This design comes from an exercise in tuning for small area, a short achievable clock period and few clock cycles on the open sky130 flow, not from production work. Function was checked by simulation only, so behaviour that the tests miss may differ from the original. Power figures rest on the tool's default switching activity, not on a simulated workload.

$ cat flow/design.v
module muldiv (
    input  wire        clk,
    input  wire        rst,
    input  wire        start,
    input  wire        op,
    input  wire [31:0] a,
    input  wire [31:0] b,
    output reg         done,
    output reg         divby0,
    output wire [31:0] hi,
    output wire [31:0] lo
);
localparam IDLE = 3'd0, PREP = 3'd1, MSTEP = 3'd2, DSTEP = 3'd3, FIX = 3'd4;
reg  [2:0]  state;
reg  [31:0] H, L;
reg         Lx;           
reg  [32:0] Y;            
reg         bs1, bs2, bs4, bsc, binv, bcin;
reg  [4:0]  cnt;          
reg  [4:0]  sh;           
reg         opr, an, bn, zq, swp;
assign hi = H;
assign lo = L;
function [4:0] blen;
    input [31:0] v;
    integer i;
    begin
        blen = 5'd0;
        for (i = 0; i < 31; i = i + 1)
            if (v[i] ^ v[31]) blen = i + 1;
    end
endfunction
function [2:0] booth;
    input [2:0] x;
    begin
        booth[2] = x[1] ^ x[0];
        booth[1] = (x[2] & ~x[1] & ~x[0]) | (~x[2] & x[1] & x[0]);
        booth[0] = x[2] & ~(x[1] & x[0]);
    end
endfunction
wire [4:0] lza = blen(a);
wire [4:0] lzb = blen(b);
wire       pa  = a[31] & ~|(~a[31:1] & a[30:0]);
wire [5:0] La  = {1'b0, lza} + {5'd0, pa};
wire [5:0] Lb  = {1'b0, lzb} | {5'd0, (lzb == 5'd0)};
wire [6:0] kd  = {1'b0, La} - {1'b0, Lb};
wire       zq0 = kd[6];             
wire       swp0 = (lza < lzb);      
wire [4:0] lm  = swp0 ? lza : lzb;
wire       by0 = (b == 32'd0);
wire [32:0] shin  = (opr ? ~zq : ~swp) ? Y : {L[31], L};
wire [32:0] shout = shin << sh;
wire [2:0]  bfirst = booth({shout[31:30], shout[29] & (cnt != 5'd0)});
wire [35:0] Yx = {{3{Y[32]}}, Y};
wire [35:0] X  = ({36{bs1}} & Yx)
               | ({36{bs2}} & {Yx[34:0], 1'b0})
               | ({36{bs4}} & {Yx[33:0], 2'b00})
               | {34'd0, bsc, bsc};
wire [35:0] Bop = X ^ {36{binv}};
wire [35:0] Aop = {Lx, Lx, Lx, L, 2'b00};
wire [35:0] S   = Aop + Bop + {35'd0, bcin};
wire        cpos = (S[35:34] == 2'b01);
wire        cneg = (S[35:34] == 2'b11);
reg  [29:0] mask;
integer mi;
always @(*) begin
    for (mi = 0; mi < 30; mi = mi + 1)
        mask[mi] = ({cnt, 1'b0} <= (6'd29 - mi));
end
wire [30:0] Hinc = H[30:0] + 31'd1;
wire [29:0] Hdec = H[29:0] - 30'd1;
wire [29:0] Hc   = cpos ? Hinc[29:0] : cneg ? Hdec : H[29:0];
wire [31:0] Hmul = {(mask & Hc) | (~mask & H[29:0]), S[33:32]};
wire [2:0]  bstep = booth({H[29:28], H[27] & (cnt != 5'd1)});
wire nq  = an ^ bn;
wire sub = ~nq;
wire acc = ~(S[35] ^ an);
always @(posedge clk) begin
    if (rst) begin
        state  <= IDLE;
        done   <= 1'b0;
        divby0 <= 1'b0;
    end else begin
        done <= 1'b0;
        case (state)
            IDLE: if (start) begin
                divby0 <= op & by0;
                if (op & by0) done  <= 1'b1;
                else          state <= PREP;
            end
            PREP: begin
                if (!opr)      state <= MSTEP;
                else if (zq) begin
                    state <= IDLE;
                    done  <= 1'b1;
                end else       state <= DSTEP;
            end
            MSTEP: if (cnt == 5'd0) begin
                state <= IDLE;
                done  <= 1'b1;
            end
            DSTEP: if (cnt == 5'd0) state <= FIX;
            FIX: begin
                state <= IDLE;
                done  <= 1'b1;
            end
            default: state <= IDLE;
        endcase
    end
end
always @(posedge clk) begin
    {bs1, bs2, bs4, bsc, binv, bcin} <= 6'd0;
    case (state)
        IDLE: begin
            L    <= a;
            Lx   <= a[31];
            Y    <= {b[31], b};
            swp  <= swp0;
            opr  <= op;
            an   <= a[31];
            bn   <= b[31];
            zq   <= zq0;
            cnt  <= op ? kd[4:0] : {1'b0, lm[4:1]};
            sh   <= op ? (kd[4:0] & {5{~zq0}}) : {~lm[4:1], 1'b0};
            bsc  <= op & a[31] & ~zq0;
            binv <= op & a[31] & ~zq0;
        end
        PREP: begin
            if (!opr) begin
                H  <= shout[31:0];
                if (!swp) Y <= {L[31], L};
                L  <= 32'd0;
                Lx <= 1'b0;
                {bs1, bs2, binv} <= bfirst;
                bcin <= bfirst[0];
            end else if (zq) begin
                H  <= shout[31:0];
                L  <= 32'd0;
            end else begin
                {Lx, L} <= S[34:2];
                H  <= {32{nq}};
                Y  <= shout;
                bs4  <= 1'b1;
                binv <= sub;
                bcin <= sub;
            end
        end
        MSTEP: begin
            H <= Hmul;
            L <= S[31:0];
            cnt <= cnt - 5'd1;
            {bs1, bs2, binv} <= bstep;
            bcin <= bstep[0];
        end
        DSTEP: begin
            if (acc) {Lx, L} <= S[34:2];
            if (cnt == 5'd0 && nq)
                H <= acc ? {H[30:0], 1'b1} : {Hinc, 1'b0};
            else
                H <= {H[30:0], acc ^ nq};
            cnt <= cnt - 5'd1;
            Y <= {Y[32], Y[32:1]};
            if (cnt == 5'd0) begin
                bsc  <= an;
                bcin <= an;
            end else begin
                bs4  <= 1'b1;
                binv <= sub;
                bcin <= sub;
            end
        end
        FIX: begin
            H <= S[33:2];
            L <= H;
        end
        default: ;
    endcase
end
endmodule
$ cat flow/run.sh
#!/bin/bash
# synth_recipe.tcl (not shown) runs the flow's synth.tcl, then flattens the netlist and writes it again
# the make line also repeats each setting of config.mk as NAME=value (left out here)
make -C /OpenROAD-flow-scripts/flow DESIGN_CONFIG=/design/flow/config.mk WORK_HOME=/design/flow/orfs CLKGATE_MAP_FILE= SYNTH_SCRIPT=/design/flow/synth_recipe.tcl finish
$ cat flow/config.mk
export PLATFORM = sky130hd
export DESIGN_NAME = muldiv
export DESIGN_NICKNAME = muldiv
export VERILOG_FILES = /design/flow/design.v
export SDC_FILE = /design/flow/constraint.sdc
export NUM_CORES = 4
export LEC_CHECK = 0
export CAP_MARGIN = 20
export CORE_MARGIN = 2
export CORE_UTILIZATION = 40
export PLACE_DENSITY = 0.6
export SLEW_MARGIN = 20
$ cat flow/constraint.sdc
create_clock -name core_clock -period 5.0 [get_ports {clk}]
set_input_delay 1.0000 -clock core_clock [delete_from_list [all_inputs] [get_ports {clk}]]
set_output_delay 1.0000 -clock core_clock [all_outputs]
set_load 0.01 [all_outputs]
==> out/qor.csv <==
metric,value,unit
path_common_cell,a21oi_1,
vias,19915,
wl_met1,34400,µm
critPathArrivalTime,5.04,ns
crit_buf_inv,1,
min_period,4.86,ns
numCtsBuffers,17,
clk_pin_slew,0.06,ns
slew_viol_final,0,
wire_per_inst,30.0,µm
async_flop_share,0,%
worst_path_max_delay_cell,o21ai_2,
wl_met2,34600,µm
ir_worst_vdd,0.352,mV
maxSlewHeadroom,26.7,%
yosys.area.top_type_share,20.5,%
place_ws,-0.335,ns
clk_latency,0.45,ns
antenna_found_initial,2,
r2r_slack,0.14,ns
gp_congestion,1.08,
tightestPinTransition,1.09,ns
portBuffers,133,
syn_avg_cell_area,7.78,µm²
rr_worst_depth,13,
hold_start,divby0$_SDFFE_PP0P_,
synth_cell_types,92,
ys_seq_elements,124,
cts-root-buf,clkbuf_16,
hold_path_depth,2,
first_pass_iters,12,
r2r-start,Y[12]$_DFFE_PP_,
wl_met3,12200,µm
status,"complete, no violations",
yosys_warnings,1,
cts_max_level,4,
synthFlopType,edfxtp_1,
synth_edf_count,113,
cts_hold_buf,0,
ant_nets,0,
worst_slack,0.136,ns
core_area,40800,µm²
setup_viol,0,
setup.worst_path.start_class,register,
track_usage,38.0,%
endpoint_kind,register,
fmax,206,MHz
cts_setup_buffers,0,
yosysSeqAreaShare,21.8,%
finish.utilization,49.0,%
grt_max_degree,74,
fin_setup_tns,0,ns
crit_required,5.18,ns
min_path_type,register to register,
layout.cells.non_filler,2837,
grt_first_pass_wirelength,122000,µm
nets,2413,
synth_top_cell_by_area,edfxtp_1,
dieArea,43100,µm²
syn_inst,2131,
path_class,register to register,
clk_path_buf_depth,2,
die_w,208,µm
placed_cells,2800,
hold_violations,0,
final_common_cell,nand2_1,
die-height,208,µm
finalCritPeriodShare,97.3,%
netlist_area,16600,µm²
cp_top_family,compound AO/OA/AOI/OAI gates,
min_to,divby0$_SDFFE_PP0P_,
top_layer,met4,
power_density,680,nW/µm²
route.detailed.drc,0,
maxCapViolations,0,
first_global_vias,18098,
viasPerCell,7.02,
drive_gt1_share,13.9,%
crit_chain,a222oi_1 > xnor2_1 > ha_1 > a21oi_1 > o21ai_0 > a221oi_1 > o32ai_1 > buf_4 > a32o_1 > o21ai_2 > or3_1 > a21oi_1 > or4_1,
r2r-end,H[15]$_DFFE_PP_,
tritoncts,built,
ctsResizeCount,0,
fill_cells,4003,
p_total,13.6,mW
drtIter0Drc,4037,
cts.sinks,124,
dp_hpwl,66100,µm
p_leak,7.40,nW
layout_common_cells,"227 x nand2_1, 207 x nor2_1, 175 x buf_4",
crit_fanout,12,
overflow,0,
num_rows,74,
critical_path.max_stage_delay,0.65,ns
area_growth,20.7,%
clock_skew,0.0164,ns
netlist_top_cells_area,"edfxtp_1 20%, mux4_2 5.8%, mux2i_1 5.4%, nand2_1 5.2%, a21oi_1 5.2%",
drt_wl_total,85000,µm
initial_core_util,40.6,%
syn-num-nets,2256,
io_pins,134,
cp.depth,13,
-- cell families (layout without fill, tap and decap cells) --
family / count (synthesis) / in the layout / synth area share, %
compound gates: 701 / 701 / 28.6
xor+xnor: 107 / 107 / 5.70
fa+ha+maj: 57 / 57 / 4.44
buf+inv: 244 / 414 / 6.04
flops: 124 / 124 / 21.8
mux: 147 / 147 / 12.4
other cells: 0 / 4 / 0
simple gates: 751 / 751 / 21.1
-- Yosys cell counts, types with 16 or more instances --
master / instances
mux2i_1: 89
a222oi_1: 43
nor4_1: 30
nand2b_1: 21
a21oi_1: 171
and3_1: 17
nor3_1: 69
inv_1: 64
a211oi_1: 37
buf_1: 17
xnor2_1: 86
o22ai_1: 50
nand4_1: 25
a21o_1: 22
buf_2: 20
o211ai_1: 24
xor2_1: 20
edfxtp_1: 113
or3_1: 21
o21ai_0: 138
mux4_2: 43
nor2b_1: 16
a22oi_1: 22
a221oi_1: 23
nand3_1: 64
a31oi_1: 29
nand2_1: 229
clkbuf_1: 132
ha_1: 54
nor2_1: 210
-- worst max-delay path by stage --
stage,from,to
after floorplan,binv$_DFF_P_,L[0]$_DFFE_PP_
after global placement,b[6],sh[3]$_DFFE_PP_
after detailed placement,b[6],sh[1]$_DFFE_PP_
after CTS,b[6],sh[1]$_DFFE_PP_
after global routing,b[2],sh[4]$_DFFE_PP_
final,Y[12]$_DFFE_PP_,H[15]$_DFFE_PP_
-- worst reg2reg max path: stages (launching register included) --
cell      delay [ns]
edfxtp_1        0.55
a222oi_1        0.58
xnor2_1         0.12
ha_1            0.36
a21oi_1         0.15
o21ai_0         0.16
a221oi_1        0.57
o32ai_1         0.15
buf_4           0.18
a32o_1          0.29
o21ai_2         0.65
or3_1           0.21
a21oi_1         0.06
or4_1           0.56
-- cell type report --
| class | count | area [µm²] | share of cell area (%) |
|---|---|---|---|
| multi-input combinational | 1763 | 12000 | 60.1 |
| timing repair buffer | 317 | 2830 | 14.1 |
| inverter | 65 | 244 | 1.22 |
| tap | 532 | 666 | 3.33 |
| antenna | 4 | 10.0 | 0.0501 |
| clock buffer | 26 | 489 | 2.45 |
| clock inverter | 6 | 136 | 0.682 |
| sequential | 124 | 3620 | 18.1 |
-- power by group --
part | total (mW) | internal (mW) | switching [mW]
registers | 2.44 | 1.59 | 0.857
logic | 9.77 | 3.53 | 6.24
clock network | 1.38 | 0.876 | 0.508
-- metrics by stage --
step	area, µm²	hold slack (ns)
finish	20000	0.456
floorplan	16600	0.470
detailed placement	19300	0.453
CTS	19900	0.460
global placement	19300	0.448
global route	20000	0.477
-- sequential cells by signal (all words and copies together), names as in the netlist, 3 cells and up --
register / flops
state: 3
cnt: 5
H: 32
Y: 33
L: 32
sh: 5
-- layer usage --
layer  vias to the layer above  GRT usage, %
li1                       8485             -
met1                      9562          54.1
met2                      1645          53.7
met3                       223          10.9
met4                         0          15.0
met5                         -             0
Testbench counts, summed over its fixed seeds: cycles 11,765.

-- separate check: timing with driven ports --
How much do the figures lean on ideal ports? The routed layout below was timed once more, with nothing changed but the port constraints.
Step 1 (the two cells are an assumption about what drives the block):
set clk [get_ports {clk}]
set_driving_cell -lib_cell sky130_fd_sc_hd__clkbuf_16 $clk
set_driving_cell -lib_cell sky130_fd_sc_hd__buf_2 [delete_from_list [all_inputs] $clk]
Step 2 moves the port delays by t, midway between the first and last clock arrival at a register: inputs arrive t later, outputs are due t later. That takes back most of the time a late clock gives input paths.
a / b / c = no drivers / after step 1 / after step 2; a / b = the first two.
t (ns): 0.492
slack for setup (ns): 0.136 / 0.136 / -0.162
worst register clock-pin slew, ns: 0.07 / 0.07
worst data-port slew with drivers (ns): 0.05
Met with ideal ports but missed after step 2: setup timing in this run. The setup slack of this run moves by 0.000 ns with the drivers and by -0.298 ns with both steps.
